This design comes from an exercise in tuning for small area on the open sky130 flow, not from production work.
Only simulation tests tie the RTL to the original design; equivalence was not proved.
Power and IR drop assume default switching activity.

==> flow/design.v <==
module mux2Data(
	input select,
	input [31:0] a,b,
	output [31:0] y);
	wire [31:0] a_internal, b_internal;
	assign y = (select) ? b : a;
endmodule
module mux2RegD(
	input select,
	input[4:0] a,b,
	output [4:0] y);
	assign y = (select) ? b : a;
endmodule
module mux2Logic(
	input select,
	input[3:0] a,b,
	output [3:0] y);
	assign y = (select) ? b : a;
endmodule
module mux4Logic(
	input [1:0] select,
	input [3:0] a,b,c,d,
	output [3:0] y);
	assign y = select[1] ? (select[0] ? d : c) : (select[0] ? b : a);
endmodule
module mux4Data(
	input [1:0] select,
	input [31:0] a,b,c,d,
	output [31:0] y);
	assign y = select[1] ? (select[0] ? d : c) : (select[0] ? b : a);
endmodule
module flipflop (
    input clk, reset, writeEn,
    input [31:0] regIn,
    output reg [31:0] regOut);
    always @ (posedge clk) begin
        if (reset == 1) regOut <= 0;
        else if (writeEn) regOut <= regIn;
    end
endmodule  
module ripple_add #(parameter W = 32) (
    input [W-1:0] a, b,
    input cin,
    output [W-1:0] s,
    output cout);
    wire [W-1:0] p = a ^ b;
    wire [W-1:0] g = a & b;
    wire [W:0] c;
    assign c[0] = cin;
    genvar i;
    for (i = 0; i < W; i = i + 1) begin : rc
        assign c[i+1] = g[i] | (p[i] & c[i]);
    end
    assign s = p ^ c[W-1:0];
    assign cout = c[W];
endmodule
module ALU(
    input [31:0] regA,regB,
    input [3:0] aluoperation,
    output reg [31:0] regD,
    output zero,lt,gt,
    output is_comp);
    wire sub = aluoperation == 4'b0110 || aluoperation == 4'b0111;
    wire [31:0] sum;
    wire carry;
    ripple_add #(32) adder (.a(regA), .b(regB ^ {32{sub}}), .cin(sub), .s(sum), .cout(carry));
    assign lt = !carry;
    assign gt = 1'b0;
    assign is_comp = aluoperation == 4'b1000;
    always @(*) begin
        case (aluoperation)
            4'b0000 : regD = regA | regB;  
            4'b0001 : regD = regA & regB;  
            4'b0100 : regD = regA ^ regB;  
            4'b0111 : regD = {31'b0, lt};  
            default : regD = sum;          
        endcase
    end
    assign zero = regD == 32'd0;
endmodule
module alu_control (
    input [5:0] alu_function,
    input [1:0] alu_op,
    output reg [3:0] alu_control
    );
    always @(*) begin
        alu_control = 4'b0010;  
        if (alu_op == 2'b10) begin
            case (alu_function)
                6'b000000: alu_control = 4'b0000;  
                6'b000001: alu_control = 4'b0001;  
                6'b000010: alu_control = 4'b0010;  
                6'b000100: alu_control = 4'b0100;  
                6'b000110: alu_control = 4'b0110;  
                6'b000111: alu_control = 4'b0111;  
                6'b001000: alu_control = 4'b1000;  
                default: alu_control = 4'b0010;  
            endcase
        end
    end
endmodule  
module forwarding_unit(
    input RegW_en_mem, RegW_en_wb,
    input [4:0] mem_regD, wb_regD,
    input [4:0] reg_s, reg_t,
    output reg [1:0] selMuxRegA, selMuxRegB
);
always @(*) begin
        selMuxRegB = 2'b00;
        selMuxRegA = 2'b00;
        if (RegW_en_mem == 1 && mem_regD != 0) begin
            if ( mem_regD == reg_s ) begin
                selMuxRegA = 2'b10;
                selMuxRegB = 2'b00;
            end
            if ( mem_regD == reg_t ) begin
                selMuxRegB = 2'b10;
                selMuxRegA = 2'b00;
            end
        end
        else if (RegW_en_wb == 1 && wb_regD != 0) begin
            if (!(RegW_en_mem == 1 && mem_regD != 0)  && (mem_regD == reg_s )) begin
                if ( wb_regD == reg_s ) begin
                    selMuxRegA = 2'b01;
                    selMuxRegB = 2'b00;
                end
            end 
            if (!(RegW_en_mem == 1 && mem_regD != 0)  && (mem_regD == reg_t )) begin
                if ( wb_regD == reg_t ) begin
                    selMuxRegB = 2'b01;
                    selMuxRegA = 2'b00;
                end
            end
        end
    end
endmodule
module RegFile (
    input [4:0] regA, regB, regD,
    input [31:0] data_to_w,
    input clk, reset, RegWriteEn,
    output [31:0] regA_data, regB_data);
    reg [31:0] regfile [1:31];
    reg [31:1] written;
    reg [31:0] reg0;
    integer i;
    always @(posedge clk) begin
        if (reset)
            written <= 31'b0;
        else if (RegWriteEn && regD != 5'd0)
            written[regD] <= 1'b1;
    end
    always @(posedge clk) begin
        if (RegWriteEn && regD != 5'd0)
            regfile[regD] <= data_to_w;
    end
    always @(posedge clk) begin
        reg0 <= (!reset && RegWriteEn && regD == 5'd0) ? data_to_w : 32'b0;
    end
    reg [31:0] rawA, rawB;
    always @(*) begin
        rawA = (regA == 5'd0) ? reg0 : 32'b0;
        rawB = (regB == 5'd0) ? reg0 : 32'b0;
        for (i = 1; i < 32; i = i + 1) begin
            rawA = rawA | ({32{regA == i}} & regfile[i]);
            rawB = rawB | ({32{regB == i}} & regfile[i]);
        end
    end
    wire wA = (regA == 5'd0) ? 1'b1 : written[regA];
    wire wB = (regB == 5'd0) ? 1'b1 : written[regB];
    function [8:0] times10 (input [4:0] r);
        times10 = r * 9'd10;
    endfunction
    reg [8:0] initA, initB;
    integer t;
    always @(*) begin
        initA = 9'd0; initB = 9'd0;
        for (t = 0; t < 32; t = t + 1) begin
            if (regA == t) initA = times10(t);
            if (regB == t) initB = times10(t);
        end
    end
    assign regA_data = wA ? rawA : {23'b0, initA};
    assign regB_data = wB ? rawB : {23'b0, initB};
endmodule
module control (
    input clk,reset,
    input [31:0] instruction,
    input block_pipe_data_cache,
    input block_pipe_instr_cache,
    output reg ALU_REG_DEST,
    output reg is_branch,
    output reg MEM_R_EN, MEM_W_EN,
    output reg MEM_TO_REG,
    output reg WB_EN,
    output reg [1:0] ALU_OP,
    output [4:0] regA,
    output reg [4:0] regB, regD,
    output reg EN_REG_FETCH, EN_REG_DECODE, EN_REG_ALU, EN_REG_MEM,
    output reg is_immediate,
    output [31:0] inject_nop,
    output reg injecting_nop
    );
    wire [5:0] FUNCTION_INT;
    assign FUNCTION_INT = instruction [31:26];
    assign regA = instruction [25:21];
    reg [1:0] ALU_OP_internal;
    always @ ( * ) begin 
        WB_EN = 0;
        ALU_REG_DEST = 0;
        is_branch = 0;
        MEM_R_EN = 0;
        MEM_W_EN = 0;
        MEM_TO_REG = 0;
        ALU_OP = 2'b00;
        regD = 5'b00000;
        regB = 5'b00000;
        is_immediate = 0;
        EN_REG_FETCH = 1;
        EN_REG_DECODE = 1;
        EN_REG_ALU = 1;
        EN_REG_MEM = 1;
        injecting_nop = 1'b0;
        case({FUNCTION_INT})
            6'b000000: begin
                WB_EN = 1;
                ALU_REG_DEST = 1;
                is_branch = 0;
                MEM_R_EN = 0;
                MEM_W_EN = 0;
                MEM_TO_REG = 0;
                ALU_OP = 2'b10;
                regD = instruction[15:11];
                regB = instruction[20:16];
                is_immediate  = 0;
            end
            6'b000001: begin
                WB_EN = 0;
                ALU_REG_DEST = 1;
                is_branch = 0;
                MEM_R_EN = 0;
                MEM_W_EN = 0;
                MEM_TO_REG = 0;
                ALU_OP = 2'b10;
                regD = instruction[15:11];
                regB = instruction[20:16];
                is_immediate  = 0;
            end
            6'b000010: begin
                WB_EN = 1;
                ALU_REG_DEST = 1;
                is_branch = 0;
                MEM_R_EN = 0;
                MEM_W_EN = 0;
                MEM_TO_REG = 0;
                ALU_OP = 2'b11;
                regD = instruction[20:16];
                regB = 6'b000000;
                is_immediate  = 1;
            end
            6'b000011: begin
                WB_EN = 1;
                ALU_REG_DEST = 0;
                is_branch = 0;
                MEM_R_EN = 1;
                MEM_W_EN = 0;
                MEM_TO_REG = 1;
                ALU_OP = 2'b00;
                regD = instruction[20:16];
                regB = 6'b000000;
                is_immediate  = 1;
            end
            6'b000100: begin
                WB_EN = 1;
                ALU_REG_DEST = 0;
                is_branch = 0;
                MEM_R_EN = 1;
                MEM_W_EN = 0;
                MEM_TO_REG = 1;
                ALU_OP = 2'b00;
                regD = instruction[20:16];
                regB = 6'b000000;
                is_immediate  = 1;
            end
            6'b000101: begin
                WB_EN = 0;
                ALU_REG_DEST = 1;
                is_branch = 0;
                MEM_R_EN = 0;
                MEM_W_EN = 1;
                MEM_TO_REG = 0;
                ALU_OP = 2'b00;
                regB = instruction[20:16];
                regD = 6'b000000;
                is_immediate  = 1;
            end
            6'b000110: begin
                WB_EN = 0;
                ALU_REG_DEST = 1;
                is_branch = 0;
                MEM_R_EN = 0;
                MEM_W_EN = 1;
                MEM_TO_REG = 0;
                ALU_OP = 2'b00;
                regB = instruction[20:16];
                regD = 6'b000000;
                is_immediate  = 1;
            end
            6'b000111: begin
                WB_EN = 1;
                ALU_REG_DEST = 0;
                is_branch = 0;
                MEM_R_EN = 0;
                MEM_W_EN = 0;
                MEM_TO_REG = 0;
                ALU_OP = 2'b00;
                regD = instruction[20:16];
                regB = 6'b000000;
                is_immediate  = 0;
            end
            6'b001000: begin
                WB_EN = 1;
                ALU_REG_DEST = 0;
                is_branch = 0;
                MEM_R_EN = 0;
                MEM_W_EN = 0;
                MEM_TO_REG = 0;
                ALU_OP = 2'b00;
                regD = instruction[20:16];
                regB = 6'b000000;
                is_immediate  = 0;
            end
            6'b001001: begin
                WB_EN = 1;
                ALU_REG_DEST = 1;
                is_branch = 1;
                MEM_R_EN = 0;
                MEM_W_EN = 0;
                MEM_TO_REG = 0;
                ALU_OP = 2'b01;
                regD = 6'b000000;
                regB = instruction[20:16];
                is_immediate  = 1;
            end
            6'b001010: begin
                WB_EN = 0;
                ALU_REG_DEST = 1;
                is_branch = 1;
                MEM_R_EN = 0;
                MEM_W_EN = 0;
                MEM_TO_REG = 0;
                ALU_OP = 2'b01;
                regD = 6'b000000;
                regB = instruction[20:16];
                is_immediate  = 0;
            end
            6'b001011: begin
                WB_EN = 0;
                ALU_REG_DEST = 1;
                is_branch = 1;
                MEM_R_EN = 0;
                MEM_W_EN = 0;
                MEM_TO_REG = 0;
                ALU_OP = 2'b01;
                regD = 6'b000000;
                regB = instruction[20:16];
                is_immediate  = 0;
            end
            6'b001100: begin
                WB_EN = 1;
                ALU_REG_DEST = 1;
                is_branch = 0;
                MEM_R_EN = 0;
                MEM_W_EN = 0;
                MEM_TO_REG = 0;
                ALU_OP = 2'b10;
                is_immediate  = 0;
            end
            6'b001101: begin
                WB_EN = 1;
                ALU_REG_DEST = 1;
                is_branch = 0;
                MEM_R_EN = 0;
                MEM_W_EN =0;
                MEM_TO_REG =0;
                ALU_OP = 2'b10;
                is_immediate  = 0;
            end
            6'b001110: begin
                WB_EN = 1;
                ALU_REG_DEST = 1;
                is_branch = 0;
                MEM_R_EN = 0;
                MEM_W_EN =0;
                MEM_TO_REG =0;
                ALU_OP = 2'b10;
                is_immediate  = 0;
            end
            default: begin
                WB_EN = 0;
                ALU_REG_DEST = 0;
                is_branch = 0;
                MEM_R_EN = 0;
                MEM_W_EN =0;
                MEM_TO_REG =0;
                ALU_OP = 2'b10;
                is_immediate  = 0;
            end
        endcase
        if (block_pipe_instr_cache == 1'b1) begin
            EN_REG_FETCH = 0;
            EN_REG_DECODE = 1;
            EN_REG_ALU = 1;
            EN_REG_MEM = 1;
            injecting_nop = 1'b1;
             WB_EN =0; 
        end
        else begin
            EN_REG_FETCH = 1;
            injecting_nop = 1'b0;
        end
        if (block_pipe_data_cache  == 1'b1) begin
            EN_REG_FETCH = 0;
            EN_REG_DECODE = 0;
            EN_REG_ALU = 0;
            EN_REG_MEM = 0;
            WB_EN =0; 
        end
        else if (block_pipe_data_cache  == 1'b0 && block_pipe_instr_cache == 1'b0) begin
            EN_REG_FETCH = 1;
            EN_REG_DECODE = 1;
            EN_REG_ALU = 1;
            EN_REG_MEM = 1;     
        end
    end 
    assign inject_nop = 32'b0;
endmodule  
module store_buffer (    
    input clk, reset,flush, 
    input mem_read,
    input mem_write, 
    input [31:0] address, 
    input [31:0] writedata,
    input cache_ready_to_catch,
    output reg [31:0] data_read,
    output reg hit_storeBuffer,
    output [63:0] data_to_cache,
    output reg sending_data_to_cache,
    output reg storeBuffer_full,
    output exists_address,
    input cache_hit);
    reg [31:0] sbAddr [0:3];
    reg [31:0] sbData [0:3];
    reg [1:0] head;
    reg [2:0] count;
    assign exists_address = 1'b0;
    wire [2:0] cnt = flush ? 3'd0 : count;
    reg [3:0] vmask;
    reg [3:0] match;
    integer k;
    always @(*) begin
        for (k = 0; k < 4; k++) begin
            case (2'(k) - head)
                2'd0: vmask[k] = cnt != 3'd0;
                2'd1: vmask[k] = cnt[2] | cnt[1];
                2'd2: vmask[k] = cnt[2] | (cnt[1] & cnt[0]);
                default: vmask[k] = cnt[2];
            endcase
            match[k] = vmask[k] && sbAddr[k] == address;
        end
    end
    wire any_match = |match;
    wire [31:0] match_data = ({32{match[0]}} & sbData[0]) | ({32{match[1]}} & sbData[1])
                           | ({32{match[2]}} & sbData[2]) | ({32{match[3]}} & sbData[3]);
    wire do_read = mem_read && !cache_ready_to_catch;
    wire do_write = mem_write && !cache_ready_to_catch;
    wire insert = do_write && !any_match && cache_hit && cnt != 3'd4;
    wire drain = cache_ready_to_catch && cnt != 3'd0;
    wire [1:0] tail = head + cnt[1:0];
    always @ (posedge clk) begin
        for (k = 0; k < 4; k++) begin
            if (!reset && do_write && (match[k] || (insert && tail == k)))
                sbData[k] <= writedata;
            if (!reset && insert && tail == k)
                sbAddr[k] <= address;
        end
    end
    always @ (posedge clk) begin
        if (reset == 1'b1) begin
            head <= 2'd0;
            count <= 3'd0;
            sending_data_to_cache <= 1'b0;
            hit_storeBuffer <= 1'b0;
            storeBuffer_full <= 1'b0;
            data_read <= 32'b0;
        end
        else begin
            if (do_read && any_match)
                data_read <= match_data;
            if (do_read || do_write)
                hit_storeBuffer <= any_match;
            else if (flush)
                hit_storeBuffer <= 1'b0;
            if (cache_ready_to_catch)
                sending_data_to_cache <= drain;
            else if (flush)
                sending_data_to_cache <= 1'b0;
            if (drain)
                head <= head + 2'd1;
            count <= cnt + (insert ? 3'd1 : 3'd0) - (drain ? 3'd1 : 3'd0);
            storeBuffer_full <= (cnt + (insert ? 3'd1 : 3'd0) - (drain ? 3'd1 : 3'd0)) == 3'd4;
        end
    end
    wire [1:0] last = head - 2'd1;
    assign data_to_cache = {sbAddr[last], sbData[last]};
endmodule
module data_cache (    
    input clk, reset,flush, 
    input mem_read,
    input mem_write, 
    input [31:0] address, 
    input [31:0] writedata, 
    output [31:0] readdata,
    input [127:0] data_from_mem,
    input read_ready_from_mem,
    input written_data_ack,
    output reqD_mem,
    output reqD_stop,
    output [25:0] reqAddrD_mem,
    output reqD_cache_write,
    output reg [127:0] data_to_mem,
    output [25:0] reqAddrD_write_mem,
    output reg reqD_q,
    output reg reqD_stop_q);
    reg [127:0] dataCache [0:3];
    reg [25:0] dataTag [0:3];
    reg [3:0] dataValid;
    reg [3:0] dataDirty;
    reg pending_req;
    reg reqD_cache_write_q;
    reg [1:0] reqAddrD_write_row_q;
    reg [25:0] reqAddrD_mem_q;
    wire cache_hit;
    wire [3:0] addr_byte = address[3:0];
    wire [1:0] row = address[5:4];
    wire [25:0] addr_tag = address[31:6];
    wire [31:0] data_read_store_buffer;
    wire [63:0] data_to_write_from_SB;
    wire hit_storeBuffer, storeBuffer_full, exists_address_in_SB;
    wire sending_data_to_cache;
    wire [3:0] addr_byte_SB = data_to_write_from_SB[35:32];
    wire [1:0] rowSB = data_to_write_from_SB[37:36];
    wire cache_ready_to_catch = (!mem_read & !mem_write) | reqD_stop;
    store_buffer store_buffer(
        .clk(clk),
        .reset(reset),
        .flush(flush),
        .mem_read(mem_read),
        .mem_write(mem_write),
        .address(address),
        .writedata(writedata),
        .cache_ready_to_catch(cache_ready_to_catch),
        .data_read(data_read_store_buffer),
        .hit_storeBuffer(hit_storeBuffer),
        .data_to_cache(data_to_write_from_SB),
        .sending_data_to_cache(sending_data_to_cache),
        .storeBuffer_full(storeBuffer_full),
        .exists_address(exists_address_in_SB),
        .cache_hit(cache_hit)
    );
    assign readdata = hit_storeBuffer ? data_read_store_buffer : readdata_intern;
    wire [3:0] rowbit = 4'b1 << row;
    wire [3:0] rowSBbit = 4'b1 << rowSB;
    wire sbw = !reset && sending_data_to_cache && reqD_stop_q && !flush;
    wire fs_new = storeBuffer_full || sending_data_to_cache;
    wire p0 = pending_req && !flush;
    wire [3:0] v0 = flush ? 4'b0 : dataValid;
    wire [3:0] d0 = flush ? 4'b0 : dataDirty;
    wire [3:0] d1 = sbw ? (d0 | rowSBbit) : d0;
    wire fill = !reset && p0 && !fs_new && read_ready_from_mem && !d1[row];
    wire p2 = p0 && !fill && !(written_data_ack && !fs_new);
    wire look_r = !reset && !p2 && !fs_new && mem_read;
    wire look_w = !reset && !p2 && !fs_new && !mem_read && mem_write;
    wire [127:0] line_row = dataCache[row];
    wire [25:0] tag_row = dataTag[row];
    wire hit = fill || (v0[row] && tag_row == addr_tag);
    wire miss = (look_r || look_w) && !hit;
    wire dirty_miss = miss && d1[row];
    wire [127:0] line_rd = fill ? data_from_mem : line_row;
    wire [159:0] line_ext = {32'b0, line_rd};
    reg [63:0] win;
    always @(*) begin
        case (addr_byte[3:2])
            2'd0: win = line_ext[63:0];
            2'd1: win = line_ext[95:32];
            2'd2: win = line_ext[127:64];
            default: win = line_ext[159:96];
        endcase
    end
    reg [30:0] word_rd;
    always @(*) begin
        case (addr_byte[1:0])
            2'd0: word_rd = win[30:0];
            2'd1: word_rd = win[38:8];
            2'd2: word_rd = win[46:16];
            default: word_rd = win[54:24];
        endcase
    end
    wire [31:0] readdata_intern = {1'b0, word_rd};
    wire [158:0] sb_shift = {128'b0, data_to_write_from_SB[30:0]} << (addr_byte_SB*8);
    wire [18:0] off_hot = {3'b0, 16'b1 << addr_byte_SB};
    wire [15:0] byte_en = off_hot[15:0] | (off_hot[15:0] << 1) | (off_hot[15:0] << 2) | (off_hot[15:0] << 3);
    wire [15:0] bit7_en = off_hot[15:0] | (off_hot[15:0] << 1) | (off_hot[15:0] << 2);
    wire [127:0] line_wr = fill ? data_from_mem : sb_shift[127:0];
    integer r, j;
    always @ (posedge clk) begin
        for (r = 0; r < 4; r++) begin
            for (j = 0; j < 128; j++) begin
                if (!reset && ((fill && rowbit[r]) || (sbw && rowSBbit[r] && (j % 8 == 7 ? bit7_en[j/8] : byte_en[j/8]))))
                    dataCache[r][j] <= line_wr[j];
            end
            if (!reset && fill && rowbit[r])
                dataTag[r] <= addr_tag;
        end
    end
    assign cache_hit = sbw || ((look_r || look_w) && hit);
    assign reqD_stop = !reset && fs_new;
    assign reqD_mem = reset ? 1'b0 : miss ? 1'b1 : (flush || fill) ? 1'b0 : reqD_q;
    assign reqAddrD_mem = reset ? 26'b0 : miss ? address[27:2] : reqAddrD_mem_q;
    assign reqD_cache_write = reset ? 1'b0 : dirty_miss ? 1'b1 :
                              (flush || (look_w && miss)) ? 1'b0 : reqD_cache_write_q;
    wire [1:0] reqAddrD_write_row = reset ? 2'b0 : (look_w && dirty_miss) ? row :
                                    flush ? 2'b0 : reqAddrD_write_row_q;
    assign reqAddrD_write_mem = {20'b0, reqAddrD_write_row, 4'b0000};
    always @ (posedge clk) begin
        if (dirty_miss)
            data_to_mem <= line_row;
        reqD_q <= reqD_mem;
        reqD_stop_q <= reqD_stop;
        reqAddrD_mem_q <= reqAddrD_mem;
        reqD_cache_write_q <= reqD_cache_write;
        reqAddrD_write_row_q <= reqAddrD_write_row;
        if (reset == 1'b1) begin
            pending_req <= 1'b0;
            dataDirty <= 4'b0;
            dataValid <= 4'b0;
        end
        else begin
            pending_req <= p2 || miss;
            dataValid <= fill ? (v0 | rowbit) : v0;
            if (dirty_miss)
                dataDirty <= d1 & ~rowbit;
            else if (look_w && hit)
                dataDirty <= d1 | rowbit;
            else
                dataDirty <= d1;
        end
    end
endmodule  
module instr_cache (    
    input clk, reset,flush, 
    input mem_read,
    input [31:0] address, 
    output [31:0] readdata,
    input [127:0] data_from_mem,
    input read_ready_from_mem,
    input written_data_ack,
    output reqI_mem,
    output reg reqI_q,
    output [25:0] reqAddrI_mem,
    output cache_hit);
    reg [123:0] dataCache [0:3];
    reg [25:0] dataTag [0:3];
    reg [3:0] dataValid;
    reg pending_req;
    reg [30:0] readdata_q;
    wire [1:0] addr_word = address[3:2];
    wire [1:0] row = address[5:4];
    wire [25:0] addr_tag = address[31:6];
    assign reqAddrI_mem = address[29:4];
    wire [123:0] line_in = {data_from_mem[126:96], data_from_mem[94:64],
                            data_from_mem[62:32], data_from_mem[30:0]};
    wire fill = !reset && !flush && pending_req && read_ready_from_mem;
    wire p1 = pending_req && !flush && !read_ready_from_mem && !written_data_ack;
    wire [3:0] v1 = flush ? 4'b0 : dataValid;
    wire look = !reset && !p1 && mem_read;
    reg [30:0] word;
    integer wr, ww;
    always @(*) begin
        word = 31'b0;
        for (wr = 0; wr < 4; wr = wr + 1)
            for (ww = 0; ww < 4; ww = ww + 1)
                word = word | ({31{row == wr && addr_word == ww}} & dataCache[wr][ww*31 +: 31]);
    end
    wire hit = look && v1[row] && dataTag[row] == addr_tag;
    wire miss = look && !hit;
    assign cache_hit = hit;
    assign readdata = reset ? 32'b0 : hit ? {1'b0, word} : flush ? 32'b0 : {1'b0, readdata_q};
    assign reqI_mem = reset ? 1'b0 : miss ? 1'b1 : (flush || fill) ? 1'b0 : reqI_q;
    always @ (posedge clk) begin
        if (fill) begin
            dataCache[row] <= line_in;
            dataTag[row] <= addr_tag;
        end
    end
    always @ (posedge clk) begin
        readdata_q <= readdata[30:0];
        reqI_q <= reqI_mem;
        if (reset == 1'b1) begin
            pending_req <= 1'b0;
            dataValid <= 4'b0;
        end
        else begin
            dataValid <= fill ? (v1 | (4'b1 << row)) : v1;
            pending_req <= miss || p1;
        end
    end
endmodule
module memory_controller (    
    input clk, reset, 
    input reqI_cache,
    input reqD_cache,
    input reqD_cache_write,
    input [25:0] reqAddrD_mem,
    input [25:0] reqAddrD_write_mem,
    input [25:0] reqAddrI_mem,
    input [127:0] data_from_cache,
    output reg [127:0] data_to_cache,
    output reg read_ready_for_icache,
    output reg read_ready_for_dcache,
    output reg written_data_ack,
    output [25:0] mem_addr,
    input [127:0] mem_rdata,
    output [25:0] mem_waddr,
    output [127:0] mem_wdata,
    output mem_we);
    reg [3:0] state;
    reg arbitror;
    reg [25:0] data_req_to_mem;
    reg [1:0] where_to_write;
    reg write_to_mem;
    assign mem_addr = data_req_to_mem;
    assign mem_waddr = {20'b0, where_to_write, 4'b0000};
    assign mem_wdata = data_from_cache;
    assign mem_we = write_to_mem;
    wire accept = (reqI_cache || reqD_cache) && state == 4'd0 && !read_ready_for_icache && !read_ready_for_dcache;
    wire issue = state == 4'd4;
    wire respond = state == 4'd8;
    wire do_write = issue && !arbitror && reqD_cache_write;
    always @ (posedge clk) begin
        if (reset == 1'b1) begin
            state <= 4'd0;
            arbitror <= 1'b0;
            data_req_to_mem <= 26'b0;
            write_to_mem <= 1'b0;
            written_data_ack <= 1'b0;
            read_ready_for_icache <= 1'b0;
            read_ready_for_dcache <= 1'b0;
        end
        else begin
            if (accept) begin
                state <= 4'd1;
                arbitror <= !reqD_cache;
            end
            else if (respond)
                state <= 4'd0;
            else if (state != 4'd0)
                state <= state + 4'd1;
            if (issue)
                data_req_to_mem <= arbitror ? reqAddrI_mem : reqAddrD_mem;
            write_to_mem <= do_write;
            written_data_ack <= do_write;
            read_ready_for_icache <= respond && arbitror;
            read_ready_for_dcache <= respond && !arbitror;
        end
    end
    always @ (posedge clk) begin
        if (reset)
            where_to_write <= 2'b0;
        else if (do_write)
            where_to_write <= reqAddrD_write_mem[5:4];
    end
    always @ (*) data_to_cache = mem_rdata;
endmodule  
module fetch_stage(
    input [31:0] PCbranch,
    input clk,reset,writePCEn,flush,
    input BRANCH, 
    input EN_REG,
    input mem_read_q,
    input [127:0] instr_from_mem,
    input read_ready_from_mem,
    input written_data_ack_from_mem,
    output reg [31:0] PCnext,
    output reg [31:0] instruction,
    output reqI_mem,
    output reqI_q,
    output [25:0] reqAddrI_mem);
    wire [31:0] PC_internal_plus_4, PC_internal_plus_4_int,PC_address_to_PC,instruction_internal;
    wire [31:0] PC_INTERNAL;
    wire cache_hit;
    int count_ready_next_inst;
    mux2Data muxSelectPC(
        .select(BRANCH),
        .a(PC_internal_plus_4),
        .b(PCbranch),
        .y(PC_address_to_PC)
    );
    wire [31:2] PC_inc;
    wire PC_inc_carry;
    ripple_add #(30) pc_inc (.a(PC_INTERNAL[31:2]), .b(30'b0), .cin(1'b1), .s(PC_inc), .cout(PC_inc_carry));
    assign PC_internal_plus_4 = {PC_inc, 2'b00};
    instr_cache instr_cache(
        .clk(clk),
        .reset(reset),
        .flush(flush), 
        .mem_read(mem_read_q),
        .address(PC_INTERNAL), 
        .readdata(instruction_internal),
        .data_from_mem(instr_from_mem),
        .read_ready_from_mem(read_ready_from_mem),
        .written_data_ack(written_data_ack_from_mem),
        .reqI_mem(reqI_mem),
        .reqI_q(reqI_q),
        .reqAddrI_mem(reqAddrI_mem),
        .cache_hit(cache_hit)
    );
    reg [31:2] PC_q;
    always @ (posedge clk) begin
        if (reset == 1) PC_q <= 0;
        else if (EN_REG & !read_ready_from_mem & cache_hit) PC_q <= PC_address_to_PC[31:2];
    end
    assign PC_INTERNAL = {PC_q, 2'b00};
    assign instruction = instruction_internal;
    always @ (posedge clk) begin
        if (flush || reset) begin
            PCnext <= 0;
        end
        else if (EN_REG && !read_ready_from_mem) begin
            PCnext <= {PC_address_to_PC[31:2], 2'b00};
        end
    end
endmodule
module decode_stage(
    input clk,reset,flush,
    input [31:0] PCNEXT_init,
    input [31:0] instruction,
    input [4:0] registerD,
    input [31:0]registerD_data,
    input RegW_en,
    input EN_REG,
    input block_pipe_data_cache,
    input block_pipe_instr_cache,
    output reg [31:0] RegAdata,
    output reg [31:0] RegBdata,
    output reg [31:0] lower_half_instruction,
    output reg [31:0] PCNEXT,
    output reg WB_EN, MEM_R_EN, MEM_W_EN,
    output reg [4:0] regD_reg,
    output reg [4:0] regD_imme,
    output reg ALU_REG_DEST,
    output reg is_BRANCH,
    output reg [5:0] FUNCTION,
    output reg [4:0] regA, regB,
    output reg MEM_TO_REG,
    output reg [1:0] ALU_OP,
    output reg EN_REG_FETCH, EN_REG_DECODE, EN_REG_ALU, EN_REG_MEM,
    output reg is_immediate    );
    wire [31:0] instruction_internal,lower_half_instruction_internal;
    wire [31:0] PC_internal,PCnext_internal;
    wire [31:0] regAdata_internal,regBdata_internal;
    wire [4:0] regD_reg_internal, regD_imme_internal;
    wire ALU_REG_DEST_INT, IS_BRANCH_INT;
    wire MEM_R_EN_INT, MEM_W_EN_INT, MEM_TO_REG_INT, WB_EN_INT;
    wire [1:0] ALU_OP_INT;
    wire [5:0] FUNCTION_INT;
    wire [4:0] regA_int, regB_int, regD_init,regD_int;
    wire EN_REG_FETCH_INT, EN_REG_DECODE_INT, EN_REG_ALU_INT, EN_REG_MEM_INT;
    wire is_immediate_int;
    wire [31:0] inject_nop;
    wire injecting_nop;
    assign EN_REG_FETCH = EN_REG_FETCH_INT;
    assign EN_REG_DECODE = EN_REG_DECODE_INT;
    assign EN_REG_ALU = EN_REG_ALU_INT;
    assign EN_REG_MEM = EN_REG_MEM_INT;
    assign FUNCTION_INT = instruction [31:26];
    control control(
        .clk(clk),
        .reset(reset),
        .instruction(instruction),
        .ALU_REG_DEST(ALU_REG_DEST_INT),
        .is_branch(IS_BRANCH_INT),
        .MEM_R_EN(MEM_R_EN_INT),
        .MEM_W_EN(MEM_W_EN_INT),
        .MEM_TO_REG(MEM_TO_REG_INT),
        .WB_EN(WB_EN_INT),
        .regA(regA_int),
        .regB(regB_int),
        .regD(regD_int),
        .ALU_OP(ALU_OP_INT),
        .EN_REG_FETCH(EN_REG_FETCH_INT),
        .EN_REG_DECODE(EN_REG_DECODE_INT),
        .EN_REG_ALU(EN_REG_ALU_INT),
        .EN_REG_MEM(EN_REG_MEM_INT),
        .is_immediate(is_immediate_int),
        .block_pipe_instr_cache(block_pipe_instr_cache),
        .block_pipe_data_cache(block_pipe_data_cache),
        .inject_nop(inject_nop),
        .injecting_nop(injecting_nop)
    );
    RegFile registers(
        .clk(clk),
        .reset(reset),
        .regA(regA_int),
        .regB(regB_int),
        .regD(registerD),
        .data_to_w(registerD_data),
        .RegWriteEn(RegW_en),
        .regA_data(regAdata_internal),
        .regB_data(regBdata_internal)
    );
    mux2Data nop_injection(
        .a(instruction),
        .b(inject_nop),
        .y(instruction_internal),
        .select(injecting_nop)
    );
    assign lower_half_instruction_internal = { 16'b0, instruction_internal[15:0] };
    assign regD_reg_internal = instruction_internal[20:16];
    assign regD_imme_internal = instruction_internal[15:11];
    always @ (posedge clk) begin
        if (reset) begin
            RegAdata <= 0;
            RegBdata <= 0;
            lower_half_instruction  <= 0;
            PCNEXT <= 0;
            WB_EN <= 0;
            MEM_R_EN <= 0;
            MEM_W_EN <= 0;
            regD_reg  <= 0;
            regD_imme  <= 0;
            ALU_REG_DEST <= 0;
            is_BRANCH <= 0;
            MEM_R_EN <= 0;
            MEM_W_EN <= 0;
            MEM_TO_REG <= 0;
            WB_EN <= 0;
            FUNCTION <= 6'b000000;
            regA  <= 5'b00000;
            regB <= 5'b00000;
            ALU_OP <= 0;
            is_immediate <= 0;
        end
        else begin
            if (flush) begin
                RegAdata <= 0;
                RegBdata <= 0;
                lower_half_instruction  <= 0;
                PCNEXT <= 0;
                WB_EN <= 0;
                MEM_R_EN <= 0;
                MEM_W_EN <= 0;
                regD_reg  <= 0;
                regD_imme  <= 0;
                ALU_REG_DEST <= 0;
                is_BRANCH <= 0;
                MEM_R_EN <= 0;
                MEM_W_EN <= 0;
                MEM_TO_REG <= 0;
                WB_EN <= 0;
                FUNCTION <= 6'b000000;
                regA  <= 5'b00000;
                regB <= 5'b00000;
                ALU_OP <= 0;
                is_immediate <= 0;
            end
            else if (EN_REG) begin
                RegAdata <= regAdata_internal;
                RegBdata <= regBdata_internal;
                lower_half_instruction  <= lower_half_instruction_internal;
                PCNEXT<= PCNEXT_init;
                WB_EN <= WB_EN_INT;
                MEM_R_EN <= MEM_R_EN_INT;
                MEM_W_EN <= MEM_W_EN_INT;
                regD_reg <= regD_int;
                regD_imme <= regD_imme_internal;
                ALU_REG_DEST <= ALU_REG_DEST_INT;
                is_BRANCH <= IS_BRANCH_INT;
                MEM_R_EN <= MEM_R_EN_INT;
                MEM_TO_REG <= MEM_TO_REG_INT;
                FUNCTION <= FUNCTION_INT;
                regA  <= regA_int;
                regB <= regB_int;
                ALU_OP <= ALU_OP_INT;
                is_immediate <= is_immediate_int;
            end
        end
    end
endmodule
module alu_stage(
    input clk, reset, 
    input [4:0] mem_regD, wb_regD,
    input RegW_en_mem, RegW_en_wb,
    input [31:0] regAdata_init,regBdata_init,
    input [4:0] reg_s,reg_t,
    input [31:0] regFromWB, regFromMem,
    input [31:0] lower_half_instruction,
    input WB_EN_INIT, MEM_R_EN_INIT, MEM_W_EN_INIT,
    input [31:0] PCNEXT_init,
    input [1:0] ALU_OP,
    input REG_DEST,
    input [4:0] regD_reg,
    input [4:0] regD_imme,
    input is_BRANCH_init,
    input EN_REG,
    input MEM_TO_REG_INIT,
    input [5:0] FUNCTION,
    input is_immediate,
    output reg MEM_TO_REG,
    output reg [31:0] regDdata, regBdata,
    output reg zero,  
    output reg WB_EN, MEM_R_EN, MEM_W_EN,
    output reg [31:0] PCNEXT,
    output reg is_BRANCH,
    output reg [4:0] regD
    );
    wire [31:0] unused_data;
    wire [31:0] regDdata_internal;
    wire [31:0] regBdata_internal,regBdata_pre_internal;
    wire [31:0] regAdata_internal;
    wire [31:0] immediate;
    wire zero_internal;
    wire [4:0] regD_internal;
    wire [1:0] selMuxRegA, selMuxRegB;
    wire lt,gt;
    wire [3:0] alu_control_int;
    wire [31:0] PC_NEXT_INTERNAL;
    wire [5:0] FUNCTION_TO_ALU;
    assign immediate = lower_half_instruction;
    assign FUNCTION_TO_ALU = lower_half_instruction [5:0];
    wire [31:2] PC_target;
    wire PC_target_carry;
    ripple_add #(30) pc_add (.a(PCNEXT_init[31:2]), .b(lower_half_instruction[29:0]), .cin(1'b0), .s(PC_target), .cout(PC_target_carry));
    assign PC_NEXT_INTERNAL = {PC_target, 2'b00};
    assign unused_data = 32'h0000;
    alu_control alu_controller(
        .alu_function(FUNCTION_TO_ALU),
        .alu_op(ALU_OP),
        .alu_control(alu_control_int)
    );
    forwarding_unit forward_logic(
        .RegW_en_mem(RegW_en_mem),
        .RegW_en_wb(RegW_en_wb),
        .mem_regD(mem_regD),
        .wb_regD(wb_regD),
        .reg_s(reg_s),
        .reg_t(reg_t),
        .selMuxRegA(selMuxRegA),
        .selMuxRegB(selMuxRegB)
    );
    mux2RegD muxRegD (
        .select(REG_DEST),
        .a(regD_imme),
        .b(regD_reg),
        .y(regD_internal)
    );
    mux4Data muxRegA (
        .select(selMuxRegA),
        .a(regAdata_init),
        .b(regFromWB),
        .c(regFromMem),
        .d(unused_data),
        .y(regAdata_internal)
    );
    mux2Data muxImmeRegB(
        .select(is_immediate),
        .a(regBdata_init),
        .b(immediate),
        .y(regBdata_pre_internal)
    );
    mux4Data muxRegB (
        .select(selMuxRegB),
        .a(regBdata_pre_internal),
        .b(regFromWB),
        .c(regFromMem),
        .d(unused_data),
        .y(regBdata_internal)
    );
    ALU alu(
        .regA(regAdata_internal),
        .regB(regBdata_internal),
        .aluoperation(alu_control_int),
        .regD(regDdata_internal),
        .zero(zero_internal),
        .lt(lt),
        .gt(gt)
    );
    always @ (posedge clk) begin
        if (reset) begin
            WB_EN <= 0;
            MEM_R_EN <= 0;
            MEM_W_EN <= 0;
            regDdata <= 0;
            zero <= 0;
            regBdata <= 0;
            PCNEXT <= 0;
            regD <= 0;
            is_BRANCH <= 0;
            MEM_TO_REG <= 0;
        end
        else if (EN_REG) begin
            WB_EN <= WB_EN_INIT;
            MEM_R_EN <= MEM_R_EN_INIT;
            MEM_W_EN <= MEM_W_EN_INIT;
            regDdata <= regDdata_internal;
            regBdata <= regBdata_internal;
            zero <= zero_internal;
            PCNEXT <= PC_NEXT_INTERNAL;
            regD <= regD_internal;
            is_BRANCH <= is_BRANCH_init;
            MEM_TO_REG <= MEM_TO_REG_INIT;
        end
    end
endmodule
module mem_stage(
    input clk, reset,zero, flush,
    input WB_EN_INIT, MEM_R_EN_INIT, MEM_W_EN_INIT,
    input [31:0] regBdata_write_data,regData_address,
    input [31:0] PCNEXT_INIT,
    input is_BRANCH,
    input EN_REG,
    input [4:0] regD_init,
    input MEM_TO_REG_INIT,
    output reg WB_EN,
    output reg MEM_TO_REG,
    output reg [31:0] read_data_mem,
    output reg [31:0] alu_result,
    output reg BRANCH,
    output reg [31:0] PCNEXT,
    output reg [4:0] regD,
    input [127:0] data_from_mem,
    input read_ready_from_mem,
    input written_data_ack_from_mem,
    output reqD_mem,
    output [25:0] reqAddrD_mem,
    output [127:0] data_to_mem,
    output reqD_cache_write,
    output [25:0] reqAddrD_write_mem,
    output reqD_stop,
    output reqD_q,
    output reqD_stop_q
);
    wire [31:0] read_data_mem_intern;
    assign BRANCH = is_BRANCH & zero;
    data_cache data_cache(
        .clk(clk), 
        .reset(reset),
        .flush(flush), 
        .mem_read(MEM_R_EN_INIT),
        .mem_write(MEM_W_EN_INIT), 
        .address(regData_address), 
        .writedata(regBdata_write_data), 
        .readdata(read_data_mem_intern),
        .data_from_mem ( data_from_mem),
        .read_ready_from_mem (read_ready_from_mem),
        .written_data_ack( written_data_ack_from_mem),
        .reqD_mem (reqD_mem),
        .reqD_stop(reqD_stop),
        .reqD_q(reqD_q),
        .reqD_stop_q(reqD_stop_q),
        .reqAddrD_mem ( reqAddrD_mem),
        .reqD_cache_write ( reqD_cache_write),
        .data_to_mem ( data_to_mem),
        .reqAddrD_write_mem(reqAddrD_write_mem)
    );
    always @ (posedge clk) begin
        if (reset) begin
            WB_EN <= 0;
            MEM_TO_REG <= 0;
            read_data_mem <= 0;
            alu_result <= 0;
            PCNEXT <= 32'b00000000000000000000000000000000;
            regD <= 0;
        end
        else if (EN_REG) begin
            WB_EN <= WB_EN_INIT;
            MEM_TO_REG <= MEM_R_EN_INIT;
            alu_result <= regData_address;
            read_data_mem <= read_data_mem_intern;
            PCNEXT <= PCNEXT_INIT;
            regD <= regD_init;
        end
    end
endmodule
module writeB_stage(
    input clk, reset, 
    input RegW_en_init,
    input [31:0] alu_result, memReadVal,
    input [4:0] RegD_init,
    input MemToReg,
    output [31:0] WriteData,
    output [4:0] RegD,
    output RegW_en);
    wire [31:0] WriteData_internal;
    mux2Data dataFromtoW(
        .select(MemToReg),
        .a(alu_result),
        .b(memReadVal),
        .y(WriteData_internal)
    );
    assign RegD = RegD_init;
    assign WriteData = WriteData_internal;
    assign RegW_en = RegW_en_init;
endmodule 
module core(
    input clk, reset, flush,
    output [25:0] mem_addr,
    input [127:0] mem_rdata,
    output [25:0] mem_waddr,
    output [127:0] mem_wdata,
    output mem_we
);
    wire [31:0] instruction_to_decode;
    wire [31:0] PCnext_to_decode;
    wire [31:0] RegAdata_to_alu, RegBdata_to_alu;
    wire [31:0] lower_half_instruction_to_alu;
    wire WB_EN_TO_ALU, MEM_R_EN_TO_ALU, MEM_W_EN_TO_ALU, ALU_REG_DEST_TO_ALU;
    wire [31:0] PC_TO_ALU;
    wire [4:0] regD_reg_ALU, regD_imme_ALU;
    wire is_BRANCH_TO_ALU;
    wire [1:0] ALU_OP_TO_ALU;
    wire [5:0] FUNCTION_TO_ALU;
    wire [4:0] reg_s, reg_t;
    wire MEM_TO_REG_TO_ALU;
    wire [31:0] regDdata_to_mem, regBdata_to_mem;
    wire zero_to_mem;
    wire WB_EN_TO_MEM, MEM_R_EN_TO_MEM, MEM_W_EN_TO_MEM;
    wire [31:0] PC_TO_MEM;
    wire is_BRANCH_TO_MEM;
    wire MEM_TO_REG_TO_MEM;
    wire WB_EN_TO_WB;
    wire MEM_TO_REG_TO_WB;
    wire [31:0] alu_result_to_wb;
    wire [31:0] read_data_mem_to_wb;
    wire [31:0] write_data_to_reg;
    wire [4:0] destination_reg;
    wire RegW_en_to_decode;
    wire BRANCH_TO_FETCH;
    wire [31:0] PCNEXT_TO_FETCH;
    wire [4:0] regD_to_wb;
    wire [4:0] regD_to_mem;
    wire is_immediate;
    wire EN_REG_FETCH, EN_REG_DECODE, EN_REG_ALU, EN_REG_MEM;
    wire reqI_cache, read_ready_for_icache, write,written_data_ack;
    wire [127:0] data_to_cache,data_to_mem;
    wire [25:0] reqAddrI_mem;
    wire reqD_cache, reqD_stop,reqD_cache_write;
    wire read_ready_for_dcache;
    wire [25:0] reqAddrD_mem,reqAddrD_write_mem;
    wire block_pipe_data_cache, block_pipe_instr_cache;
    wire reqI_q, reqD_q, reqD_stop_q;
    wire EN_FETCH_Q = !(reqI_q | reqD_q | reqD_stop_q);
    assign block_pipe_data_cache = reqD_cache | reqD_stop;
    assign block_pipe_instr_cache = reqI_cache;
    fetch_stage fetch_state(
        .PCbranch(PCNEXT_TO_FETCH),
        .clk(clk),
        .reset(reset),
        .flush(flush),
        .writePCEn(EN_REG_FETCH),
        .BRANCH(BRANCH_TO_FETCH),
        .PCnext(PCnext_to_decode),
        .instruction(instruction_to_decode),
        .EN_REG ( EN_REG_FETCH),
        .mem_read_q(EN_FETCH_Q),
        .reqI_q(reqI_q),
        .read_ready_from_mem(read_ready_for_icache),
        .written_data_ack_from_mem(written_data_ack),
        .reqI_mem(reqI_cache),
        .reqAddrI_mem(reqAddrI_mem),
        .instr_from_mem(data_to_cache)
    );
    decode_stage decode_state(
        .clk(clk),
        .reset(reset),
        .flush(flush),
        .PCNEXT_init(PCnext_to_decode),
        .instruction(instruction_to_decode),
        .registerD(destination_reg),
        .registerD_data(write_data_to_reg),
        .RegW_en ( RegW_en_to_decode),
        .EN_REG ( EN_REG_DECODE),
        .RegAdata(RegAdata_to_alu),
        .RegBdata(RegBdata_to_alu),
        .lower_half_instruction(lower_half_instruction_to_alu),
        .PCNEXT(PC_TO_ALU),
        .WB_EN(WB_EN_TO_ALU), 
        .MEM_R_EN(MEM_R_EN_TO_ALU), 
        .MEM_W_EN(MEM_W_EN_TO_ALU),
        .regD_reg(regD_reg_ALU),
        .regD_imme(regD_imme_ALU),
        .ALU_OP(ALU_OP_TO_ALU),
        .ALU_REG_DEST(ALU_REG_DEST_TO_ALU),
        .is_BRANCH(is_BRANCH_TO_ALU),
        .FUNCTION(FUNCTION_TO_ALU),
        .regA(reg_s),
        .regB(reg_t),
        .MEM_TO_REG(MEM_TO_REG_TO_ALU),
        .EN_REG_FETCH(EN_REG_FETCH),
        .EN_REG_DECODE(EN_REG_DECODE),
        .EN_REG_ALU(EN_REG_ALU),
        .EN_REG_MEM(EN_REG_MEM),
        .is_immediate(is_immediate),
        .block_pipe_data_cache(block_pipe_data_cache),
        .block_pipe_instr_cache(block_pipe_instr_cache)
    );
    alu_stage alu_state(
        .clk(clk),
        .reset(reset),
        .mem_regD(regD_to_mem),
        .wb_regD(regD_to_wb),
        .RegW_en_mem(WB_EN_TO_MEM),
        .RegW_en_wb(RegW_en_to_decode),
        .regAdata_init(RegAdata_to_alu),
        .regBdata_init(RegBdata_to_alu),
        .reg_s(reg_s),
        .reg_t(reg_t),
        .regFromWB(write_data_to_reg),
        .regFromMem(alu_result_to_wb),
        .lower_half_instruction(lower_half_instruction_to_alu),
        .FUNCTION(FUNCTION_TO_ALU),
        .WB_EN_INIT(WB_EN_TO_ALU), 
        .MEM_R_EN_INIT(MEM_R_EN_TO_ALU),
        .MEM_W_EN_INIT(MEM_W_EN_TO_ALU),
        .MEM_TO_REG_INIT( MEM_TO_REG_TO_ALU),
        .is_immediate(is_immediate),
        .PCNEXT_init(PC_TO_ALU),
        .ALU_OP(ALU_OP_TO_ALU),
        .REG_DEST(ALU_REG_DEST_TO_ALU),
        .regD_reg(regD_reg_ALU),
        .regD_imme(regD_imme_ALU),
        .is_BRANCH_init(is_BRANCH_TO_ALU),
        .EN_REG ( EN_REG_ALU),
        .regDdata(regDdata_to_mem),
        .regBdata(regBdata_to_mem),
        .zero(zero_to_mem),
        .WB_EN(WB_EN_TO_MEM), 
        .MEM_R_EN(MEM_R_EN_TO_MEM),
        .MEM_W_EN(MEM_W_EN_TO_MEM),
        .MEM_TO_REG( MEM_TO_REG_TO_MEM),
        .PCNEXT(PC_TO_MEM),
        .regD ( regD_to_mem),
        .is_BRANCH(is_BRANCH_TO_MEM)
    );
    mem_stage mem_state(
        .clk(clk),
        .reset(reset),
        .flush(flush),
        .WB_EN_INIT(WB_EN_TO_MEM), 
        .MEM_R_EN_INIT(MEM_R_EN_TO_MEM),
        .MEM_W_EN_INIT(MEM_W_EN_TO_MEM),
        .regBdata_write_data(regBdata_to_mem),
        .regData_address(regDdata_to_mem),
        .PCNEXT_INIT(PC_TO_MEM),
        .zero(zero_to_mem),
        .is_BRANCH(is_BRANCH_TO_MEM),
        .WB_EN(WB_EN_TO_WB),
        .MEM_TO_REG_INIT( MEM_TO_REG_TO_MEM),
        .MEM_TO_REG( MEM_TO_REG_TO_WB),
        .read_data_mem( read_data_mem_to_wb),
        .alu_result (alu_result_to_wb),
        .regD_init (regD_to_mem),
        .regD (regD_to_wb),
        .BRANCH (BRANCH_TO_FETCH),
        .PCNEXT (PCNEXT_TO_FETCH),
        .EN_REG (EN_REG_MEM),
        .data_from_mem(data_to_cache),
        .read_ready_from_mem(read_ready_for_dcache),
        .written_data_ack_from_mem(written_data_ack),
        .reqD_mem(reqD_cache),
        .reqAddrD_mem(reqAddrD_mem),
        .data_to_mem(data_to_mem),
        .reqD_cache_write(reqD_cache_write),
        .reqAddrD_write_mem(reqAddrD_write_mem),
        .reqD_stop(reqD_stop),
        .reqD_q(reqD_q),
        .reqD_stop_q(reqD_stop_q)
    );
    writeB_stage writeB_state(
        .clk(clk),
        .reset(reset),
        .RegW_en_init(WB_EN_TO_WB),
        .alu_result(alu_result_to_wb),
        .memReadVal(read_data_mem_to_wb),
        .RegD_init(regD_to_wb),
        .MemToReg( MEM_TO_REG_TO_WB),
        .WriteData(write_data_to_reg),
        .RegD(destination_reg),
        .RegW_en(RegW_en_to_decode)
    );
    memory_controller memory_controller(
        .clk(clk), 
        .reset(reset), 
        .reqI_cache (reqI_cache),
        .reqD_cache (reqD_cache),
        .reqD_cache_write ( reqD_cache_write),
        .reqAddrD_mem ( reqAddrD_mem),
        .reqAddrI_mem ( reqAddrI_mem),
        .data_from_cache ( data_to_mem),
        .data_to_cache (data_to_cache),
        .read_ready_for_icache (read_ready_for_icache),
        .read_ready_for_dcache(read_ready_for_dcache),
        .written_data_ack (written_data_ack),
        .reqAddrD_write_mem(reqAddrD_write_mem),
        .mem_addr(mem_addr),
        .mem_rdata(mem_rdata),
        .mem_waddr(mem_waddr),
        .mem_wdata(mem_wdata),
        .mem_we(mem_we)
    );
endmodule
==> flow/flow/run.sh <==
#!/bin/bash
# The standard layout (the standard.sh, unchanged synthesis and steps),
# with two choices of how cells are picked:
#  - port buffers use the smallest buffer cell instead of a delay cell;
#  - clock tree synthesis inserts no dummy loads, with larger sink clusters
#    and 16x clock buffers.
# Every tool's output goes to the ORFS logs under orfs/logs; the make output
# as a whole is kept in flow_run.log.
set -o pipefail
export BUFFER_PORTS_ARGS="-buffer_cell sky130_fd_sc_hd__buf_1"
export CTS_ARGS="-sink_clustering_enable -repair_clock_nets -dont_use_dummy_load -buf_list sky130_fd_sc_hd__clkbuf_16 -sink_clustering_size 20 -sink_clustering_max_diameter 80"
bash standard.sh 2>&1 | tee flow_run.log
==> flow/standard.sh <==
#!/bin/bash
# synth_recipe.tcl (not shown) runs the flow's synth.tcl, then flattens the netlist and writes it again
# the make line also repeats each setting of config.mk as NAME=value (left out here)
make -C /OpenROAD-flow-scripts/flow DESIGN_CONFIG=/design/flow/config.mk WORK_HOME=/design/flow/orfs CLKGATE_MAP_FILE= SYNTH_SCRIPT=/design/flow/synth_recipe.tcl "${@:-finish}"
==> flow/config.mk <==
export PLATFORM = sky130hd
export DESIGN_NAME = core
export DESIGN_NICKNAME = core
export VERILOG_FILES = /design/flow/design.v
export SDC_FILE = /design/flow/constraint.sdc
export NUM_CORES = 4
export LEC_CHECK = 0
export CAP_MARGIN = 20
export CORE_MARGIN = 2
export CORE_UTILIZATION = 50
export CTS_BUF_LIST = sky130_fd_sc_hd__clkbuf_16
export CTS_CLUSTER_DIAMETER = 80
export CTS_CLUSTER_SIZE = 20
export PLACE_DENSITY = 0.6
export SLEW_MARGIN = 20
==> flow/constraint.sdc <==
create_clock -name core_clock -period 25.0 [get_ports {clk}]
set_input_delay 5.0000 -clock core_clock [delete_from_list [all_inputs] [get_ports {clk}]]
set_output_delay 5.0000 -clock core_clock [all_outputs]
set_load 0.01 [all_outputs]
==> impl_results.html, run 1 <==
<table>
<tr><th>Metric</th><th>Value</th></tr>
<tr><th colspan="2">Status</th></tr>
<tr><td>Run status</td><td>finished clean</td></tr>
<tr><th colspan="2">CTS</th></tr>
<tr><td>Clock transition at the registers of the reported paths</td><td>roughly 0.090 ns</td></tr>
<tr><td>TritonCTS buffer count</td><td>195</td></tr>
<tr><td>Buffer cell driving the clock tree root</td><td>sky130_fd_sc_hd__clkbuf_16</td></tr>
<tr><td>Post-CTS resize count</td><td>0</td></tr>
<tr><td>Clock tree sinks</td><td>3208</td></tr>
<tr><td>TritonCTS clock tree</td><td>built</td></tr>
<tr><td>Worst skew pair latency</td><td>0.96 ns</td></tr>
<tr><td>H-tree level count</td><td>4</td></tr>
<tr><td>Postcts setup bufs</td><td>0</td></tr>
<tr><td>Hold-fix buffers at CTS</td><td>0</td></tr>
<tr><td>Buffer depth of the longest clock path</td><td>4</td></tr>
<tr><th colspan="2">Logic synthesis</th></tr>
<tr><td>Warnings from Yosys</td><td>23</td></tr>
<tr><td>Cell accounting for the most synthesized area</td><td>sky130_fd_sc_hd__edfxtp_1</td></tr>
<tr><td>Synth area leaders</td><td>sky130_fd_sc_hd__edfxtp_1, sky130_fd_sc_hd__dfxtp_1, sky130_fd_sc_hd__a22oi_1</td></tr>
<tr><td>Average size of a mapped cell</td><td>about 13 µm²</td></tr>
<tr><td>Proportion of register bits with asynchronous set or reset after synthesis</td><td>0%</td></tr>
<tr><td>Number of synthesized flops with an enable pin</td><td>about 2600</td></tr>
<tr><td>Top FF cell, synth</td><td>sky130_fd_sc_hd__edfxtp_1</td></tr>
<tr><td>Most common cell in the netlist</td><td>sky130_fd_sc_hd__edfxtp_1</td></tr>
<tr><td>Number of distinct standard cells referenced by the synthesized netlist</td><td>98</td></tr>
<tr><td>Number of standard cells after synthesis</td><td>approximately 10000</td></tr>
<tr><td>Ranking of synthesized cells by instance count</td><td>sky130_fd_sc_hd__edfxtp_1, sky130_fd_sc_hd__nand2_1, sky130_fd_sc_hd__clkbuf_1, sky130_fd_sc_hd__a22oi_1, sky130_fd_sc_hd__dfxtp_1</td></tr>
<tr><td>Synth Cell Area</td><td>~140000 µm²</td></tr>
<tr><td>Sequential area share after synthesis</td><td>65.34%</td></tr>
<tr><td>Number of synthesized register bits</td><td>3208</td></tr>
<tr><td>Area fraction of the dominant cell type after synthesis</td><td>approximately 56%</td></tr>
<tr><th colspan="2">STA</th></tr>
<tr><td>Max-slew headroom</td><td>roughly a tenth</td></tr>
<tr><td>Post-Route Skew</td><td>between 0.1 and 0.15 ns</td></tr>
<tr><td>Final Slew Violations</td><td>0</td></tr>
<tr><td>Final Hold Fails</td><td>0</td></tr>
<tr><td>Hold Worst Slack</td><td>approximately 0.43 ns</td></tr>
<tr><td>Count of endpoints failing setup in the final report</td><td>0</td></tr>
<tr><td>Final-layout setup total negative slack</td><td>0 ns</td></tr>
<tr><td>Transition time at the pin with the least slew margin</td><td>between 1 and 1.5 ns</td></tr>
<tr><td>Share of the clock period used by the worst path after layout</td><td>about two thirds</td></tr>
<tr><td>Setup repair after global routing missed its margin</td><td>false</td></tr>
<tr><td>Achievable Freq</td><td>59.73 MHz</td></tr>
<tr><td>Min cycle time layout</td><td>16.74 ns</td></tr>
<tr><th colspan="2">Final layout</th></tr>
<tr><td>Registers with the most flip-flops</td><td>decode_state.registers.regfile (992), mem_state.data_cache.dataCache (512), fetch_state.instr_cache.dataCache (496)</td></tr>
<tr><td>Number of flip-flops in the largest register</td><td>about 1000</td></tr>
<tr><td>Largest register by flop count</td><td>decode_state.registers.regfile</td></tr>
<tr><td>Final nets</td><td>approximately 11000</td></tr>
<tr><td>Layout cells sized above 1</td><td>9.240%</td></tr>
<tr><td>End-of-flow core utilization</td><td>between 50% and 60%</td></tr>
<tr><td>Fillers</td><td>22670</td></tr>
<tr><td>Area added between synthesis and finish</td><td>7.819%</td></tr>
<tr><th colspan="2">Floorplan</th></tr>
<tr><td>Vert. Die Dim</td><td>529.3 µm</td></tr>
<tr><td>Row count</td><td>~190</td></tr>
<tr><td>Initial core utilization</td><td>approximately half</td></tr>
<tr><td>Standard cell core area</td><td>274100 µm²</td></tr>
<tr><td>Die width</td><td>approximately 530 µm</td></tr>
<tr><td>I/O pin count</td><td>312</td></tr>
<tr><td>Total die area</td><td>roughly 280000 µm²</td></tr>
<tr><th colspan="2">Setup path</th></tr>
<tr><td>Critical register-to-register path startpoint</td><td>alu_state.regD[0]</td></tr>
<tr><td>CP dominant cell by count</td><td>sky130_fd_sc_hd__fa_1</td></tr>
<tr><td>Critical Path End</td><td>alu_state.zero</td></tr>
<tr><td>Maximum fanout encountered on the critical timing path</td><td>44</td></tr>
<tr><td>Worst setup path start</td><td>alu_state.regD[0]</td></tr>
<tr><td>Setup slack of the worst register-to-register path</td><td>between 8 and 9 ns</td></tr>
<tr><td>Data arrival time of the worst path</td><td>around 18 ns</td></tr>
<tr><td>Crit path largest cell delay</td><td>0.55 ns</td></tr>
<tr><td>Logic depth of the worst register-to-register path</td><td>49</td></tr>
<tr><td>Crit path max-delay cell type</td><td>sky130_fd_sc_hd__or4_1</td></tr>
<tr><td>Setup crit start kind</td><td>register</td></tr>
<tr><td>Kind of critical path</td><td>register to register</td></tr>
<tr><td>CP Capture Type</td><td>register</td></tr>
<tr><td>Required time of the critical path</td><td>25.85 ns</td></tr>
<tr><td>Worst reg2reg endpoint</td><td>alu_state.zero</td></tr>
<tr><th colspan="2">Routing</th></tr>
<tr><td>Aggregate routed wire length</td><td>565.1 mm</td></tr>
<tr><td>Residual DRC count</td><td>0</td></tr>
<tr><td>Number of vias per cell after detailed routing</td><td>between 7 and 8</td></tr>
<tr><td>Number of routed nets with antenna violations</td><td>0</td></tr>
<tr><td>Avg WL per Cell</td><td>a little under 40 µm</td></tr>
<tr><td>Iter 0 DRT Violations</td><td>19440</td></tr>
<tr><td>Iteration count of the initial detailed-routing pass</td><td>13</td></tr>
<tr><td>Routed via count</td><td>a little over 100k</td></tr>
<tr><th colspan="2">Global route</th></tr>
<tr><td>GRT Overall Usage</td><td>around two fifths</td></tr>
<tr><td>Antenna violations before repair</td><td>56</td></tr>
<tr><td>Residual overflow from global routing</td><td>0</td></tr>
<tr><td>Wire length of the first global-routing pass</td><td>just under 800 mm</td></tr>
<tr><td>Number of global-route vias before repair</td><td>roughly 95000</td></tr>
<tr><td>Maximum number of pins on one net before global-route repair</td><td>approximately 150</td></tr>
<tr><th colspan="2">Placed design</th></tr>
<tr><td>Sum of net half-perimeters after detailed placement</td><td>348.3 mm</td></tr>
<tr><td>Gpl congestion</td><td>about 0.97</td></tr>
<tr><td>Port Buffers</td><td>287</td></tr>
<tr><th colspan="2">Power and ir drop</th></tr>
<tr><td>PD cells</td><td>61.09 nW/µm²</td></tr>
<tr><td>Leakage power figure</td><td>a little under 50 nW</td></tr>
<tr><td>Power consumption</td><td>9.088 mW</td></tr>
<tr><td>Worst vdd rail ir drop</td><td>about 57 µV</td></tr>
<tr><th colspan="2">Job</th></tr>
<tr><td>Max-cap violations</td><td>0</td></tr>
<tr><th colspan="2">Worst hold path</th></tr>
<tr><td>Worst Hold Launch</td><td>alu_state.PCNEXT[15]</td></tr>
<tr><td>Hold crit path type</td><td>register to register</td></tr>
</table>
-- cell usage in the layout (no fill, tap or decap), drive strengths merged, types with 176 or more instances in the layout --
cell type,count
edfxtp,2592
nand2,1109
buf,618
a22oi,617
dfxtp,616
nor2,531
a21oi,529
o21ai,430
a221oi,334
a22o,302
nand3,236
mux2i,231
mux4,205
clkbuf,197
nand4,184
nor3,181
xnor2,176
-- cells by family after synthesis --
| family | synth area share (%) |
|---|---|
| adders and majority gates | 1.997 |
| muxes | 5.303 |
| DFF | 65.34 |
| and+or+nand+nor | 8.458 |
| xor gates and xnor gates | 1.616 |
| buffers and inverters | 2.871 |
| AOI/OAI and AO/OA | 14.41 |
| other | 0.002718 |
-- metrics by stage --
step / cells / instance area [µm²] / setup WS (ns)
after floorplan: 10520 / 138100 / 8.231
after global placement: 13990 / 143700 / 8.433
after detailed placement: 14000 / 143700 / 8.382
after CTS: 14190 / 148600 / 8.330
after global routing: 14210 / 148700 / 7.645
final: 14230 / 148800 / 8.258
-- per-layer routing --
layer  GRT usage, %  share of wire [%]  vias to the layer above
li1               -                  -                    40760
met1          53.64                 37                    51380
met2          53.22                 40                     8793
met3          17.97                 17                     1896
met4          17.69                5.8                       28
met5         0.1212              0.039                        -
-- area by class of cell --
class	count	area, µm²	share of cell area, %
sequential	3208	90190	60.62
inverter	170	638.1	0.4289
clock buffer	195	4880	3.280
multi-input combinational	6316	44770	30.09
timing repair buffer	620	3596	2.417
antenna	35	87.58	0.05887
tap	3686	4612	3.100
-- worst max-delay path: cells and delay by family, from the launching register on --
family / cells / cell delay [ns]
adders and majority gates: 31 / 11.67
AOI/OAI and AO/OA: 6 / 1.67
DFF: 1 / 0.39
and+or+nand+nor: 9 / 2.37
buffers and inverters: 3 / 0.51
-- power by group --
part	internal [mW]	switching [mW]
Clock	1.38	1.75
Sequential	5.72	0.0154
Combinational	0.0537	0.167
-- worst min path at each step --
stage,cells past startpoint,endpoint,slack (ns)
floorplan,2,mem_state.data_cache.dataValid[2],0.42
global placement,2,mem_state.data_cache.dataValid[0],0.43
detailed placement,2,mem_state.data_cache.dataValid[1],0.43
CTS,2,mem_state.PCNEXT[15],0.42
global route,2,decode_state.PCNEXT[16],0.46
finish,2,mem_state.PCNEXT[15],0.43
==> run 2, diff against run 1 <==
--- a/flow/flow/run.sh
+++ b/flow/flow/run.sh
@@ -8,5 +8,5 @@
 # as a whole is kept in flow_run.log.
 set -o pipefail
 export BUFFER_PORTS_ARGS="-buffer_cell sky130_fd_sc_hd__buf_1"
-export CTS_ARGS="-sink_clustering_enable -repair_clock_nets -dont_use_dummy_load -buf_list sky130_fd_sc_hd__clkbuf_16 -sink_clustering_size 20 -sink_clustering_max_diameter 80"
+export CTS_ARGS="-sink_clustering_enable -repair_clock_nets -dont_use_dummy_load -buf_list sky130_fd_sc_hd__clkbuf_16 -sink_clustering_size 25 -sink_clustering_max_diameter 90"
 bash standard.sh 2>&1 | tee flow_run.log
==> impl_results.html, run 2 <==
<table>
<tr><th>Metric</th><th>Value</th></tr>
<tr><th colspan="2">Logic synthesis</th></tr>
<tr><td>Cell accounting for the most synthesized area</td><td>sky130_fd_sc_hd__edfxtp_1 (unchanged)</td></tr>
<tr><td>Proportion of register bits with asynchronous set or reset after synthesis</td><td>0% (unchanged)</td></tr>
<tr><td>Most common cell in the netlist</td><td>sky130_fd_sc_hd__edfxtp_1 (unchanged)</td></tr>
<tr><td>Number of synthesized flops with an enable pin</td><td>2592 (unchanged)</td></tr>
<tr><td>Average size of a mapped cell</td><td>13.15 µm² (unchanged)</td></tr>
<tr><td>Number of synthesized register bits</td><td>3208 (unchanged)</td></tr>
<tr><th colspan="2">Worst hold path</th></tr>
<tr><td>Hold crit path type</td><td>register to register (unchanged)</td></tr>
<tr><th colspan="2">Status</th></tr>
<tr><td>Run status</td><td>finished clean (unchanged)</td></tr>
<tr><th colspan="2">Final layout</th></tr>
<tr><td>Area used by sequential logic in the layout</td><td>90190 µm² (unchanged)</td></tr>
<tr><td>Total area of multi-input combinational cells</td><td>44780 µm² (was 44770 µm²)</td></tr>
<tr><td>Most common cell after layout, fill and taps aside</td><td>sky130_fd_sc_hd__edfxtp_1 (unchanged)</td></tr>
<tr><td>Leading cell types in the layout, fill and taps excluded</td><td>sky130_fd_sc_hd__edfxtp_1, sky130_fd_sc_hd__nand2_1, sky130_fd_sc_hd__a22oi_1, sky130_fd_sc_hd__dfxtp_1, sky130_fd_sc_hd__a21oi_1 (unchanged)</td></tr>
<tr><th colspan="2">Routing</th></tr>
<tr><td>Iter 0 DRT Violations</td><td>19390 (was 19440)</td></tr>
<tr><td>Routed via count</td><td>102700 (was 102900)</td></tr>
<tr><th colspan="2">STA</th></tr>
<tr><td>Final-layout setup total negative slack</td><td>0 ns (unchanged)</td></tr>
<tr><td>Final Hold Fails</td><td>0 (unchanged)</td></tr>
<tr><td>Share of the clock period used by the worst path after layout</td><td>66.79% (was 66.97%)</td></tr>
<tr><td>Transition time at the pin with the least slew margin</td><td>1.331 ns (was 1.339 ns)</td></tr>
<tr><td>Setup repair after global routing missed its margin</td><td>false (unchanged)</td></tr>
<tr><th colspan="2">Setup path</th></tr>
<tr><td>CP dominant cell by count</td><td>sky130_fd_sc_hd__fa_1 (unchanged)</td></tr>
<tr><td>Crit path largest cell delay</td><td>0.55 ns (about the same)</td></tr>
<tr><th colspan="2">CTS</th></tr>
<tr><td>Clock transition at the registers of the reported paths</td><td>0.10 ns (was 0.09 ns)</td></tr>
<tr><td>Worst skew pair latency</td><td>0.93 ns (was 0.96 ns)</td></tr>
<tr><td>Post-CTS resize count</td><td>0 (unchanged)</td></tr>
<tr><th colspan="2">Placed design</th></tr>
<tr><td>Placed Area</td><td>143700 µm² (unchanged)</td></tr>
<tr><td>Sum of net half-perimeters after detailed placement</td><td>348.3 mm (unchanged)</td></tr>
<tr><td>Port Buffers</td><td>287 (unchanged)</td></tr>
<tr><th colspan="2">Global route</th></tr>
<tr><td>Maximum number of pins on one net before global-route repair</td><td>151 (unchanged)</td></tr>
<tr><td>Residual overflow from global routing</td><td>0 (unchanged)</td></tr>
<tr><td>Wire length of the first global-routing pass</td><td>765.3 mm (was 768.0 mm)</td></tr>
<tr><th colspan="2">Floorplan</th></tr>
<tr><td>Initial core utilization</td><td>50.34% (unchanged)</td></tr>
<tr><td>Standard cell core area</td><td>274100 µm² (unchanged)</td></tr>
<tr><td>Row count</td><td>192 (unchanged)</td></tr>
<tr><td>Total die area</td><td>280200 µm² (unchanged)</td></tr>
</table>
run 2: stage by stage:
| stage | setup WS (ns) | power (mW) | util, % | hold slack (ns) | std cells |
|---|---|---|---|---|---|
| 2_1_floorplan | 8.231 | 5.956 | - | 0.4185 | 10520 |
| 5_1_grt | 7.702 | 8.947 | 53.93 | 0.4613 | 14170 |
| 3_5_place_dp | 8.382 | 6.070 | 52.44 | 0.4332 | 14000 |
| 4_1_cts | 8.382 | 8.765 | 53.89 | 0.4480 | 14160 |
| 3_3_place_gp | 8.433 | 6.067 | 52.43 | 0.4275 | 13990 |
| 6_report | 8.302 | 8.774 | 53.95 | 0.4458 | 14190 |
run 2: area by class of cell:
class | count | area share [%]
sequential | 3208 | 60.99
multi-input combinational | 6316 | 30.28
tap | 3686 | 3.119
clock buffer | 159 | 2.691
timing repair buffer | 621 | 2.437
inverter | 170 | 0.4315
antenna | 30 | 0.05077
run 2: critical path: cells and delay by family, from the launching register on:
| family | cells | cell delay [ns] |
|---|---|---|
| compound gates | 6 | 1.67 |
| fa+ha+maj | 31 | 11.68 |
| buf+inv | 3 | 0.50 |
| flops | 1 | 0.39 |
| simple gates | 9 | 2.38 |
run 2: final timing paths:
kind              cells past startpoint                           endpoint  slack, ns
hold / removal                        2  mem_state.data_cache.dataValid[3]       0.45
setup / recovery                     49                     alu_state.zero       8.30
hold reg to reg                       2  mem_state.data_cache.dataValid[3]       0.45
setup reg to reg                     49                     alu_state.zero       8.30
run 2: kinds of logic (layout without fill, tap and decap cells):
logic type,Yosys count,count (layout),synth area share (%)
compound gates,2811,2811,14.41
xor+xnor,252,252,1.616
fa+ha+maj,192,192,1.997
buf+inv,993,950,2.871
flops,3208,3208,65.34
mux,469,469,5.303
other cells,1,54,0.002718
simple gates,2568,2568,8.458
run 2: power breakdown:
part,total (mW),leakage [nW],internal (mW),switching (mW)
Combinational,0.222,17.5,0.0537,0.168
Clock,2.82,1.96,1.14,1.67
Sequential,5.74,28.5,5.72,0.0154
Total,8.77,47.9,6.92,1.86
run 2: routing by layer:
layer	vias up	GRT usage, %	part of all wire [%]
met3	1813	17.28	17
met4	26	17.83	5.8
met1	51340	53.59	37
met2	8870	53.29	40
li1	40650	-	-
met5	-	0	0.030

-- re-timing with driven ports --
Ports are ideal in the flow. The routed layouts listed here were re-timed in OpenROAD.
Step 1 assumes that a clkbuf_16 drives the clock port and a buf_2 every other input.
Step 2 times the ports against the registers' clock, not the clock port: input delays grow and output delays shrink by t, the midpoint of the rising clock arrivals with the driver on.
a / b / c = no drivers / after step 1 / after step 2; a / b = the first two.
run | shift t [ns] | setup WS [ns] | hold slack, ns | clock arrival spread, ns | worst data-port slew with drivers (ns)
run 1 | 1.010 | 8.258 / 8.258 / 8.258 | 0.428 / 0.428 / 0.428 | 0.136 / 0.137 | 0.15
run 2 | 0.978 | 8.302 / 8.302 / 8.302 | 0.446 / 0.446 / 0.446 | 0.099 / 0.099 | 0.15
After both steps setup and hold are still met in every run listed.
